Background: an optimization exercise with open tools, aiming at small area and a short achievable clock period. Do not read the settings as production practice.
The RTL was checked by simulation tests, not by an equivalence proof against the original design.
Power and IR drop assume default switching activity.

==> v33 <==
==> flow/design.v (excerpt) <==
module timer_top (
    input sys_clk,
    input sys_rst_n,
    input tim_psel,
    input tim_pwrite,
    input tim_penable,
    input [11:0] tim_paddr,
    input [31:0] tim_pwdata,
    input [3:0] tim_pstrb,
    input dbg_mode,
    output tim_int,
    output tim_pready,
    output tim_pslverr,
    output [31:0] tim_prdata
);
==> flow/config.mk <==
export PLATFORM = sky130hd
export DESIGN_NAME = timer_top
export DESIGN_NICKNAME = timer_top
export VERILOG_FILES = /design/flow/design.v
export SDC_FILE = /design/flow/constraint.sdc
export NUM_CORES = 4
export LEC_CHECK = 0
export CAP_MARGIN = 20
export CORE_MARGIN = 2
export CORE_UTILIZATION = 65
export SETUP_SLACK_MARGIN = 2.25
export SLEW_MARGIN = 20
==> flow/constraint.sdc <==
create_clock -name core_clock -period 4.0 [get_ports {sys_clk}]
set_input_delay 0.8000 -clock core_clock [delete_from_list [all_inputs] [get_ports {sys_clk}]]
set_output_delay 0.8000 -clock core_clock [all_outputs]
set_load 0.01 [all_outputs]
standard.sh (not shown) runs the stock make flow with config.mk's settings and CLKGATE_MAP_FILE= SYNTH_SCRIPT=/design/flow/synth_recipe.tcl, a recipe that flattens the netlist after the stock synthesis.
==> flow/flow/run.sh <==
#!/bin/bash
# Standard ORFS layout (the standard.sh, standard synthesis unchanged) with:
#  - plain buf_1 port buffers instead of the delay-cell buffers buffer_ports
#    picks by default (timing repair upsizes them where needed),
#  - timing repair allowed to resize across cell footprints,
#  - larger clock-tree sink clusters without dummy loads.
# make's full output goes to flow_make.log; ORFS keeps each step's log under orfs/logs.
set -euo pipefail
bash standard.sh MATCH_CELL_FOOTPRINT=0 \
  "BUFFER_PORTS_ARGS=-buffer_cell sky130_fd_sc_hd__buf_1" \
  "CTS_ARGS=-sink_clustering_enable -repair_clock_nets -dont_use_dummy_load -sink_clustering_size 30 -sink_clustering_max_diameter 60" \
  finish > flow_make.log 2>&1
==> v35 (differences from v33) <==
Settings changed: CORE_UTILIZATION 65 to 75, SETUP_SLACK_MARGIN 2.25 to 2.2.
==> results.txt <==
                                                                v33           v35
Status                             no timing/DRC/antenna violations  no timing/DRC/antenna violations
Final total power                                           4820 uW       4540 uW
Die X-Extent                                                 140 um        131 um
Worst-path fanout max                                             1             6
NumNets Final                                                  1306          1295
Routability congestion estimate from global placement         0.883         0.921
Vias in the first global route                                 9051          9164
Fin area                                               0.0137 sq mm  0.0134 sq mm
Fin Clk Skew                                              0.0386 ns     0.0592 ns
Internal power                                              3780 uW       3570 uW
Wire per inst                                               22.2 um       22.4 um
Fraction of standard cell area in multi-input logic           40.2%         40.5%
Source of the worst hold timing path                         dbg_d1           acc
Final std cells w/o fill                                       1467          1443

* * *

==> run a <==
==> flow/design.v <==
module timer_top (
    input sys_clk,
    input sys_rst_n,
    input tim_psel,
    input tim_pwrite,
    input tim_penable,
    input [11:0] tim_paddr,
    input [31:0] tim_pwdata,
    input [3:0] tim_pstrb,
    input dbg_mode,
    output tim_int,
    output tim_pready,
    output tim_pslverr,
    output [31:0] tim_prdata
);
    reg [1:0] ph;
    reg       acc;
    reg       pready_q;
    reg [7:0] sel;           
    reg [4:1] wsel;          
    wire ph3 = (ph == 2'd3);
    always @(posedge sys_clk or negedge sys_rst_n) begin
        if (!sys_rst_n) begin
            ph       <= 2'd0;
            acc      <= 1'b0;
            pready_q <= 1'b0;
            sel      <= 8'd0;
            wsel     <= 4'd0;
        end else begin
            if (ph == 2'd0)
                ph <= (tim_psel && !tim_penable) ? 2'd1 : 2'd0;
            else
                ph <= ph + 2'd1;
            acc      <= ph3;
            pready_q <= acc;
            sel      <= (ph3 && tim_paddr[11:5] == 7'd0 && tim_paddr[1:0] == 2'd0)
                        ? (8'd1 << tim_paddr[4:2]) : 8'd0;
            wsel     <= (ph3 && tim_pwrite && tim_paddr[11:5] == 7'd0 && tim_paddr[1:0] == 2'd0)
                        ? ((8'd1 << tim_paddr[4:2]) >> 1) : 4'd0;
        end
    end
    wire s_tcr   = sel[0];
    wire s_tdr0  = sel[1];
    wire s_tdr1  = sel[2];
    wire s_tcmp0 = sel[3];
    wire s_tcmp1 = sel[4];
    wire s_tier  = sel[5];
    wire s_tisr  = sel[6];
    wire s_thcsr = sel[7];
    wire wr = tim_pwrite;
    reg       timer_en;
    reg       div_en;
    reg [3:0] div_val;
    wire err_n = (tim_pwdata[11:8] > 4'd8)
               || (timer_en && tim_pstrb[1] && (tim_pwdata[15:8] != {4'd0, div_val}))
               || (timer_en && tim_pstrb[0] && (tim_pwdata[1] != div_en));
    wire tcr_we = s_tcr && wr;
    reg err, pslverr_q;
    always @(posedge sys_clk)
        err <= err_n;
    wire div_en_n = (tcr_we && !err && tim_pstrb[0]) ? tim_pwdata[1] : div_en;
    wire [3:0] div_val_n = (tcr_we && !err && tim_pstrb[1]) ? tim_pwdata[11:8] : div_val;
    always @(posedge sys_clk or negedge sys_rst_n) begin
        if (!sys_rst_n) begin
            timer_en  <= 1'b0;
            div_en    <= 1'b0;
            div_val   <= 4'd1;
            pslverr_q <= 1'b0;
        end else begin
            pslverr_q <= tcr_we && err;
            if (tcr_we && tim_pstrb[0])
                timer_en <= tim_pwdata[0];
            div_en   <= div_en_n;
            div_val  <= div_val_n;
        end
    end
    reg [31:0] tdr0, tdr1, tcmp0n, tcmp1n;    
    integer b;
    always @(posedge sys_clk or negedge sys_rst_n) begin
        if (!sys_rst_n) begin
            tdr0  <= 32'h0;
            tdr1  <= 32'h0;
            tcmp0n <= 32'h0;
            tcmp1n <= 32'h0;
        end else begin
            for (b = 0; b < 4; b = b + 1) begin
                if (wsel[1] && tim_pstrb[b])  tdr0[8*b +: 8]  <= tim_pwdata[8*b +: 8];
                if (wsel[2] && tim_pstrb[b])  tdr1[8*b +: 8]  <= tim_pwdata[8*b +: 8];
                if (wsel[3] && tim_pstrb[b]) tcmp0n[8*b +: 8] <= ~tim_pwdata[8*b +: 8];
                if (wsel[4] && tim_pstrb[b]) tcmp1n[8*b +: 8] <= ~tim_pwdata[8*b +: 8];
            end
        end
    end
    reg        ld_hold;
    reg [7:0]  div_cnt;      
    reg        div_hit;      
    reg [63:0] counter;
    wire halt = halt_req && dbg_mode;
    wire run  = timer_en && !halt;
    wire [7:0] div_inc   = div_cnt + 8'd1;
    wire [8:0] next_ones;
    assign next_ones[0] = 1'b1;
    assign next_ones[1] = !div_cnt[0];
    genvar gk;
    generate
        for (gk = 2; gk <= 8; gk = gk + 1) begin : g_next_ones
            assign next_ones[gk] = !div_cnt[0] && (&div_cnt[gk - 1:1]);
        end
    endgenerate
    wire tcr_wok = tcr_we && !err;
    wire val0_n  = (tcr_wok && tim_pstrb[1]) ? (tim_pwdata[11:8] == 4'd0) : (div_val == 4'd0);
    wire den_n   = (tcr_wok && tim_pstrb[0]) ? tim_pwdata[1] : div_en;
    wire div_hit_n = run ? (!div_en || next_ones[div_val]) : (!den_n || val0_n);
    wire cnt_inc = !halt && div_hit;
    always @(posedge sys_clk or negedge sys_rst_n) begin
        if (!sys_rst_n) begin
            ld_hold <= 1'b0;
            div_hit <= 1'b1;
        end else begin
            ld_hold <= wsel[1] || wsel[2];
            div_hit <= div_hit_n;
        end
    end
    reg  [7:1] lo_ones;
    reg  [6:0] tdr_ones_q;
    reg  [7:2] mid_ones;
    wire [7:0] byte_ones;        
    wire [7:0] tdr_byte_ones;
    wire [63:0] tdr = {tdr1, tdr0};
    wire [63:0] carry;           
    wire [7:1] lo_ones_inc;      
    wire [7:1] lo_ones_ld;       
    genvar gi;
    generate
        for (gi = 0; gi < 8; gi = gi + 1) begin : g_byte
            assign byte_ones[gi]     = &counter[8*gi +: 8];
            assign tdr_byte_ones[gi] = &tdr[8*gi +: 8];
        end
        for (gi = 0; gi < 64; gi = gi + 1) begin : g_carry
            if (gi % 8 == 0)
                assign carry[gi] = (gi == 0) ? 1'b1 : lo_ones[gi / 8];
            else if (gi < 8)
                assign carry[gi] = &counter[gi - 1:0];
            else
                assign carry[gi] = lo_ones[gi / 8] & (&counter[gi - 1:(gi / 8) * 8]);
        end
        for (gi = 1; gi < 8; gi = gi + 1) begin : g_lo
            if (gi == 1)
                assign lo_ones_inc[gi] = (counter[7:0] == 8'hFE);
            else
                assign lo_ones_inc[gi] = (counter[7:0] == 8'hFE) && mid_ones[gi];
            assign lo_ones_ld[gi]  = &tdr_ones_q[gi - 1:0];
        end
    endgenerate
    wire cnt_load = !timer_en && !ld_hold;
    wire cnt_step = timer_en && cnt_inc;
    wire [7:0] byte_step;        
    generate
        for (gi = 0; gi < 8; gi = gi + 1) begin : g_step
            if (gi == 0)
                assign byte_step[gi] = cnt_step;
            else
                assign byte_step[gi] = cnt_step && lo_ones[gi];
        end
    endgenerate
    wire [63:0] toggle;
    generate
        for (gi = 0; gi < 64; gi = gi + 1) begin : g_tog
            if (gi % 8 == 0)
                assign toggle[gi] = byte_step[gi / 8];
            else
                assign toggle[gi] = byte_step[gi / 8] && (&counter[gi - 1:(gi / 8) * 8]);
        end
    endgenerate
    always @(posedge sys_clk) begin
        tdr_ones_q <= tdr_byte_ones[6:0];
        mid_ones   <= cnt_load
                      ? {&tdr_ones_q[6:1], &tdr_ones_q[5:1], &tdr_ones_q[4:1],
                         &tdr_ones_q[3:1], &tdr_ones_q[2:1], tdr_ones_q[1]}
                      : {&byte_ones[6:1], &byte_ones[5:1], &byte_ones[4:1],
                         &byte_ones[3:1], &byte_ones[2:1], byte_ones[1]};
        div_cnt <= run ? div_inc : 8'd0;
        counter <= cnt_load ? tdr : (counter ^ toggle);
        if (cnt_load)
            lo_ones <= lo_ones_ld;
        else if (cnt_step)
            lo_ones <= lo_ones_inc;
    end
    reg int_en, pending, status, tim_int_q;
    wire compare = &(counter ^ {tcmp1n, tcmp0n});
    wire int_clr = s_tisr && wr && tim_pstrb[0] && tim_pwdata[0];
    wire int_en_n  = (s_tier && wr && tim_pstrb[0]) ? tim_pwdata[0] : int_en;
    wire pending_n = !int_clr && (pending || compare);
    always @(posedge sys_clk or negedge sys_rst_n) begin
        if (!sys_rst_n) begin
            int_en    <= 1'b0;
            pending   <= 1'b0;
            status    <= 1'b0;
            tim_int_q <= 1'b0;
        end else begin
            int_en    <= int_en_n;
            pending   <= pending_n;
            status    <= !int_clr && (status || pending);
            tim_int_q <= int_en_n && pending_n;
        end
    end
    reg halt_req;
    reg dbg_d1, dbg_d2;      
    always @(posedge sys_clk or negedge sys_rst_n) begin
        if (!sys_rst_n)
            halt_req <= 1'b0;
        else if (s_thcsr && wr && tim_pstrb[0])
            halt_req <= tim_pwdata[0];
    end
    always @(posedge sys_clk) begin
        dbg_d1 <= dbg_mode;
        dbg_d2 <= dbg_d1;
    end
    reg [31:0] prdata_q;
    wire [31:0] rdata =
          ({32{s_tcr}}   & {20'h0, div_val, 6'h0, div_en, timer_en})
        | ({32{s_tdr0}}  & counter[31:0])
        | ({32{s_tdr1}}  & counter[63:32])
        | ({32{s_tcmp0}} & ~tcmp0n)
        | ({32{s_tcmp1}} & ~tcmp1n)
        | ({32{s_tier}}  & {31'h0, int_en})
        | ({32{s_tisr}}  & {31'h0, status})
        | ({32{s_thcsr}} & {30'h0, halt_req && dbg_d2, halt_req});
    always @(posedge sys_clk or negedge sys_rst_n) begin
        if (!sys_rst_n)
            prdata_q <= 32'h0;
        else
            prdata_q <= rdata;
    end
    assign tim_int     = tim_int_q;
    assign tim_pready  = pready_q;
    assign tim_pslverr = pslverr_q;
    assign tim_prdata  = prdata_q;
endmodule
==> flow/flow/run.sh <==
#!/bin/bash
# Standard ORFS layout (the standard.sh, standard synthesis unchanged) with:
#  - plain buf_1 port buffers instead of the delay-cell buffers buffer_ports
#    picks by default (timing repair upsizes them where needed),
#  - timing repair allowed to resize across cell footprints,
#  - larger clock-tree sink clusters without dummy loads.
# make's full output goes to flow_make.log; ORFS keeps each step's log under orfs/logs.
set -euo pipefail
bash standard.sh MATCH_CELL_FOOTPRINT=0 \
  "BUFFER_PORTS_ARGS=-buffer_cell sky130_fd_sc_hd__buf_1" \
  "CTS_ARGS=-sink_clustering_enable -repair_clock_nets -dont_use_dummy_load -sink_clustering_size 30 -sink_clustering_max_diameter 60" \
  finish > flow_make.log 2>&1
==> flow/standard.sh <==
#!/bin/bash
# synth_recipe.tcl (not shown) runs the flow's synth.tcl, then flattens the netlist and writes it again
# the make line also repeats each setting of config.mk as NAME=value (left out here)
make -C /OpenROAD-flow-scripts/flow DESIGN_CONFIG=/design/flow/config.mk WORK_HOME=/design/flow/orfs CLKGATE_MAP_FILE= SYNTH_SCRIPT=/design/flow/synth_recipe.tcl "${@:-finish}"
==> flow/config.mk <==
export PLATFORM = sky130hd
export DESIGN_NAME = timer_top
export DESIGN_NICKNAME = timer_top
export VERILOG_FILES = /design/flow/design.v
export SDC_FILE = /design/flow/constraint.sdc
export NUM_CORES = 4
export LEC_CHECK = 0
export CAP_MARGIN = 20
export CORE_MARGIN = 2
export CORE_UTILIZATION = 70
export SETUP_SLACK_MARGIN = 2.1
export SLEW_MARGIN = 20
==> flow/constraint.sdc <==
create_clock -name core_clock -period 4.0 [get_ports {sys_clk}]
set_input_delay 0.8000 -clock core_clock [delete_from_list [all_inputs] [get_ports {sys_clk}]]
set_output_delay 0.8000 -clock core_clock [all_outputs]
set_load 0.01 [all_outputs]
==> run b: changes against run a <==
==> flow/design.v, changed modules only <==
module timer_top (
    input sys_clk,
    input sys_rst_n,
    input tim_psel,
    input tim_pwrite,
    input tim_penable,
    input [11:0] tim_paddr,
    input [31:0] tim_pwdata,
    input [3:0] tim_pstrb,
    input dbg_mode,
    output tim_int,
    output tim_pready,
    output tim_pslverr,
    output [31:0] tim_prdata
);
    reg [1:0] ph;
    reg       acc;
    reg       pready_q;
    reg [7:0] sel;           
    wire ph3 = (ph == 2'd3);
    always @(posedge sys_clk or negedge sys_rst_n) begin
        if (!sys_rst_n) begin
            ph       <= 2'd0;
            acc      <= 1'b0;
            pready_q <= 1'b0;
            sel      <= 8'd0;
        end else begin
            if (ph == 2'd0)
                ph <= (tim_psel && !tim_penable) ? 2'd1 : 2'd0;
            else
                ph <= ph + 2'd1;
            acc      <= ph3;
            pready_q <= acc;
            sel      <= (ph3 && tim_paddr[11:5] == 7'd0 && tim_paddr[1:0] == 2'd0)
                        ? (8'd1 << tim_paddr[4:2]) : 8'd0;
        end
    end
    wire s_tcr   = sel[0];
    wire s_tdr0  = sel[1];
    wire s_tdr1  = sel[2];
    wire s_tcmp0 = sel[3];
    wire s_tcmp1 = sel[4];
    wire s_tier  = sel[5];
    wire s_tisr  = sel[6];
    wire s_thcsr = sel[7];
    wire wr = tim_pwrite;
    reg       timer_en;
    reg       div_en;
    reg [3:0] div_val;
    wire err_n = (tim_pwdata[11:8] > 4'd8)
               || (timer_en && tim_pstrb[1] && (tim_pwdata[15:8] != {4'd0, div_val}))
               || (timer_en && tim_pstrb[0] && (tim_pwdata[1] != div_en));
    wire tcr_we = s_tcr && wr;
    reg err, pslverr_q;
    always @(posedge sys_clk)
        err <= err_n;
    wire div_en_n = (tcr_we && !err && tim_pstrb[0]) ? tim_pwdata[1] : div_en;
    wire [3:0] div_val_n = (tcr_we && !err && tim_pstrb[1]) ? tim_pwdata[11:8] : div_val;
    always @(posedge sys_clk or negedge sys_rst_n) begin
        if (!sys_rst_n) begin
            timer_en  <= 1'b0;
            div_en    <= 1'b0;
            div_val   <= 4'd1;
            pslverr_q <= 1'b0;
        end else begin
            pslverr_q <= tcr_we && err;
            if (tcr_we && tim_pstrb[0])
                timer_en <= tim_pwdata[0];
            div_en   <= div_en_n;
            div_val  <= div_val_n;
        end
    end
    reg [31:0] tdr0, tdr1, tcmp0n, tcmp1n;    
    integer b;
    always @(posedge sys_clk or negedge sys_rst_n) begin
        if (!sys_rst_n) begin
            tdr0  <= 32'h0;
            tdr1  <= 32'h0;
            tcmp0n <= 32'h0;
            tcmp1n <= 32'h0;
        end else begin
            for (b = 0; b < 4; b = b + 1) begin
                if (s_tdr0 && wr && tim_pstrb[b])  tdr0[8*b +: 8]  <= tim_pwdata[8*b +: 8];
                if (s_tdr1 && wr && tim_pstrb[b])  tdr1[8*b +: 8]  <= tim_pwdata[8*b +: 8];
                if (s_tcmp0 && wr && tim_pstrb[b]) tcmp0n[8*b +: 8] <= ~tim_pwdata[8*b +: 8];
                if (s_tcmp1 && wr && tim_pstrb[b]) tcmp1n[8*b +: 8] <= ~tim_pwdata[8*b +: 8];
            end
        end
    end
    reg        ld_hold;
    reg [7:0]  div_cnt;      
    reg        div_hit;      
    reg [63:0] counter;
    wire halt = halt_req && dbg_mode;
    wire run  = timer_en && !halt;
    wire [7:0] div_mask  = (8'd1 << div_val) - 8'd1;
    wire [7:0] div_inc   = div_cnt + 8'd1;
    wire div_hit_n = run ? (!div_en || (&(div_inc | ~div_mask))) : (!div_en_n || (div_val_n == 4'd0));
    wire cnt_inc = !halt && div_hit;
    always @(posedge sys_clk or negedge sys_rst_n) begin
        if (!sys_rst_n) begin
            ld_hold <= 1'b0;
            div_hit <= 1'b1;
        end else begin
            ld_hold <= wr && (s_tdr0 || s_tdr1);
            div_hit <= div_hit_n;
        end
    end
    reg  [7:1] lo_ones;
    wire [7:0] byte_ones;        
    wire [7:0] tdr_byte_ones;
    wire [63:0] tdr = {tdr1, tdr0};
    wire [63:0] carry;           
    wire [7:1] lo_ones_inc;      
    wire [7:1] lo_ones_ld;       
    genvar gi;
    generate
        for (gi = 0; gi < 8; gi = gi + 1) begin : g_byte
            assign byte_ones[gi]     = &counter[8*gi +: 8];
            assign tdr_byte_ones[gi] = &tdr[8*gi +: 8];
        end
        for (gi = 0; gi < 64; gi = gi + 1) begin : g_carry
            if (gi % 8 == 0)
                assign carry[gi] = (gi == 0) ? 1'b1 : lo_ones[gi / 8];
            else if (gi < 8)
                assign carry[gi] = &counter[gi - 1:0];
            else
                assign carry[gi] = lo_ones[gi / 8] & (&counter[gi - 1:(gi / 8) * 8]);
        end
        for (gi = 1; gi < 8; gi = gi + 1) begin : g_lo
            if (gi == 1)
                assign lo_ones_inc[gi] = (counter[7:0] == 8'hFE);
            else
                assign lo_ones_inc[gi] = (counter[7:0] == 8'hFE) && (&byte_ones[gi - 1:1]);
            assign lo_ones_ld[gi]  = &tdr_byte_ones[gi - 1:0];
        end
    endgenerate
    always @(posedge sys_clk) begin
        div_cnt <= run ? div_inc : 8'd0;
        if (!timer_en) begin
            if (!ld_hold) begin
                counter <= tdr;
                lo_ones <= lo_ones_ld;
            end
        end else if (cnt_inc) begin
            counter <= counter ^ carry;
            lo_ones <= lo_ones_inc;
        end
    end
    reg int_en, pending, status, tim_int_q;
    wire compare = &(counter ^ {tcmp1n, tcmp0n});
    wire int_clr = s_tisr && wr && tim_pstrb[0] && tim_pwdata[0];
    wire int_en_n  = (s_tier && wr && tim_pstrb[0]) ? tim_pwdata[0] : int_en;
    wire pending_n = !int_clr && (pending || compare);
    always @(posedge sys_clk or negedge sys_rst_n) begin
        if (!sys_rst_n) begin
            int_en    <= 1'b0;
            pending   <= 1'b0;
            status    <= 1'b0;
            tim_int_q <= 1'b0;
        end else begin
            int_en    <= int_en_n;
            pending   <= pending_n;
            status    <= !int_clr && (status || pending);
            tim_int_q <= int_en_n && pending_n;
        end
    end
    reg halt_req;
    reg dbg_d1, dbg_d2;      
    always @(posedge sys_clk or negedge sys_rst_n) begin
        if (!sys_rst_n)
            halt_req <= 1'b0;
        else if (s_thcsr && wr && tim_pstrb[0])
            halt_req <= tim_pwdata[0];
    end
    always @(posedge sys_clk) begin
        dbg_d1 <= dbg_mode;
        dbg_d2 <= dbg_d1;
    end
    reg [31:0] prdata_q;
    wire [31:0] rdata =
          ({32{s_tcr}}   & {20'h0, div_val, 6'h0, div_en, timer_en})
        | ({32{s_tdr0}}  & counter[31:0])
        | ({32{s_tdr1}}  & counter[63:32])
        | ({32{s_tcmp0}} & ~tcmp0n)
        | ({32{s_tcmp1}} & ~tcmp1n)
        | ({32{s_tier}}  & {31'h0, int_en})
        | ({32{s_tisr}}  & {31'h0, status})
        | ({32{s_thcsr}} & {30'h0, halt_req && dbg_d2, halt_req});
    always @(posedge sys_clk or negedge sys_rst_n) begin
        if (!sys_rst_n)
            prdata_q <= 32'h0;
        else
            prdata_q <= rdata;
    end
    assign tim_int     = tim_int_q;
    assign tim_pready  = pready_q;
    assign tim_pslverr = pslverr_q;
    assign tim_prdata  = prdata_q;
endmodule
==> flow/run.sh (new file) <==
#!/bin/bash
# synth_recipe.tcl (not shown) runs the flow's synth.tcl, then flattens the netlist and writes it again
# the make line also repeats each setting of config.mk as NAME=value (left out here)
make -C /OpenROAD-flow-scripts/flow DESIGN_CONFIG=/design/flow/config.mk WORK_HOME=/design/flow/orfs CLKGATE_MAP_FILE= SYNTH_SCRIPT=/design/flow/synth_recipe.tcl finish
Settings changed: CORE_UTILIZATION 70 to 60, CTS_CLUSTER_DIAMETER set to 60, CTS_CLUSTER_SIZE set to 30.
removed: flow/flow/run.sh
removed: flow/standard.sh
==> run c: changes against run a <==
--- a/flow/design.v
+++ b/flow/design.v
@@ -17,7 +17,6 @@
     reg       acc;
     reg       pready_q;
     reg [7:0] sel;           
-    reg [4:1] wsel;          
     wire ph3 = (ph == 2'd3);
     always @(posedge sys_clk or negedge sys_rst_n) begin
         if (!sys_rst_n) begin
@@ -25,7 +24,6 @@
             acc      <= 1'b0;
             pready_q <= 1'b0;
             sel      <= 8'd0;
-            wsel     <= 4'd0;
         end else begin
             if (ph == 2'd0)
                 ph <= (tim_psel && !tim_penable) ? 2'd1 : 2'd0;
@@ -35,8 +33,6 @@
             pready_q <= acc;
             sel      <= (ph3 && tim_paddr[11:5] == 7'd0 && tim_paddr[1:0] == 2'd0)
                         ? (8'd1 << tim_paddr[4:2]) : 8'd0;
-            wsel     <= (ph3 && tim_pwrite && tim_paddr[11:5] == 7'd0 && tim_paddr[1:0] == 2'd0)
-                        ? ((8'd1 << tim_paddr[4:2]) >> 1) : 4'd0;
         end
     end
     wire s_tcr   = sel[0];
@@ -84,10 +80,10 @@
             tcmp1n <= 32'h0;
         end else begin
             for (b = 0; b < 4; b = b + 1) begin
-                if (wsel[1] && tim_pstrb[b])  tdr0[8*b +: 8]  <= tim_pwdata[8*b +: 8];
-                if (wsel[2] && tim_pstrb[b])  tdr1[8*b +: 8]  <= tim_pwdata[8*b +: 8];
-                if (wsel[3] && tim_pstrb[b]) tcmp0n[8*b +: 8] <= ~tim_pwdata[8*b +: 8];
-                if (wsel[4] && tim_pstrb[b]) tcmp1n[8*b +: 8] <= ~tim_pwdata[8*b +: 8];
+                if (s_tdr0 && wr && tim_pstrb[b])  tdr0[8*b +: 8]  <= tim_pwdata[8*b +: 8];
+                if (s_tdr1 && wr && tim_pstrb[b])  tdr1[8*b +: 8]  <= tim_pwdata[8*b +: 8];
+                if (s_tcmp0 && wr && tim_pstrb[b]) tcmp0n[8*b +: 8] <= ~tim_pwdata[8*b +: 8];
+                if (s_tcmp1 && wr && tim_pstrb[b]) tcmp1n[8*b +: 8] <= ~tim_pwdata[8*b +: 8];
             end
         end
     end
@@ -117,7 +113,7 @@
             ld_hold <= 1'b0;
             div_hit <= 1'b1;
         end else begin
-            ld_hold <= wsel[1] || wsel[2];
+            ld_hold <= wr && (s_tdr0 || s_tdr1);
             div_hit <= div_hit_n;
         end
     end
Settings changed: CORE_UTILIZATION 70 to 75, SETUP_SLACK_MARGIN 2.1 to 2.25.
==> impl_metrics.py <==
metrics = {
    "die": {
        "dieWidth_microns": 130.9,
    },
    "cells_and_area": {
        "buffers": 118,
        "fillCellCount": 798,
        "multi_input_area_sq_um": 5632,
    },
    "yosys": {
        "synth_area_sq_um": 12090,
        "yosys.area_share.simple_pct": 14.43,
    },
    "status": {
        "status": "complete, no violations",
    },
    "timing": {
        "worstMarginPinSlew_ps": 649.4,
    },
    "worst_setup_path": {
        "endpoint": "pending",
        "cp_cell_sequence": "xor2_1, nand4_1, nor4_2, nand4_1, a21boi_1",
    },
    "global_routing": {
        "grtUsageTotal_pct": 39.14,
    },
}
# the run above: run c

==> impl_metrics.py <==
metrics = {
    "power_and_ir_drop": {
        "clkPwrFrac_pct": 36.0,
        "ir_worst_vdd_uv": 366.6,
    },
    "yosys": {
        "async_flop_share_pct": 66.67,
    },
    "cells_and_area": {
        "fillCellCount": 1170,
        "multi_input_area_sq_um": 5320,
        "buffers": 105,
    },
    "status": {
        "status": "complete, no violations",
    },
    "timing": {
        "worstMarginPinSlew_ps": 905.4,
    },
    "worst_setup_path": {
        "endpoint": "mid_ones[7]",
        "cpMaxStageDelayCell": "dfrtp_1",
    },
    "global_routing": {
        "grtUsageTotal_pct": 34.81,
    },
}
# the run above: run a

==> impl_metrics.py <==
metrics = {
    "worst_setup_path": {
        "endpoint": "div_hit",
        "cp_cell_sequence": "or4_4, ha_4, or3_4, or3b_1, a31o_2, nand4_1, a2bb2oi_1",
    },
    "die": {
        "dieWidth_microns": 147.9,
    },
    "cells_and_area": {
        "fillCellCount": 1489,
        "multi_input_area_sq_um": 5484,
        "antenna_cells": 0,
        "top_register": "counter",
    },
    "yosys": {
        "yosys.area_share.simple_pct": 12.55,
    },
    "timing": {
        "worstMarginPinSlew_ps": 753.7,
    },
    "power_and_ir_drop": {
        "clkPwrFrac_pct": 42.8,
        "p_leak_nw": 6.790,
    },
    "status": {
        "status": "complete, no violations",
    },
}
# the run above: run b

==> static timing again, ports no longer ideal <==
The flow's constraints put no driver on any port. The routed layouts listed below were extracted and timed again, unchanged, in two steps. Step 1 (the two cells are an assumption about what drives the block):
set clk [get_ports {sys_clk}]
set_driving_cell -lib_cell sky130_fd_sc_hd__clkbuf_16 $clk
set_driving_cell -lib_cell sky130_fd_sc_hd__buf_2 [delete_from_list [all_inputs] $clk]
Step 2 adds t to the input delays and takes it off the output delays; t is the mean of the earliest and latest rising clock arrival at the registers after step 1. Input paths then give back, and output paths get back, about the clock's delay inside the block. a / b / c = ideal / step 1 / step 2; a / b = the first two.
run	shift t [ns]	setup slack, ns	pins driven straight from the clock port
v33	0.549	2.116 / 2.069 / 1.696	1
v35	0.532	2.129 / 2.122 / 1.652	1
run a	0.542	2.037 / 2.037 / 1.665	1
run b	0.567	1.674 / 1.674 / 1.295	1
run c	0.551	1.992 / 1.992 / 1.739	1
After both steps every run listed still meets setup and hold. For v35, which loses most, drivers alone change the setup slack by -0.007 ns; drivers and shift together by -0.477 ns.
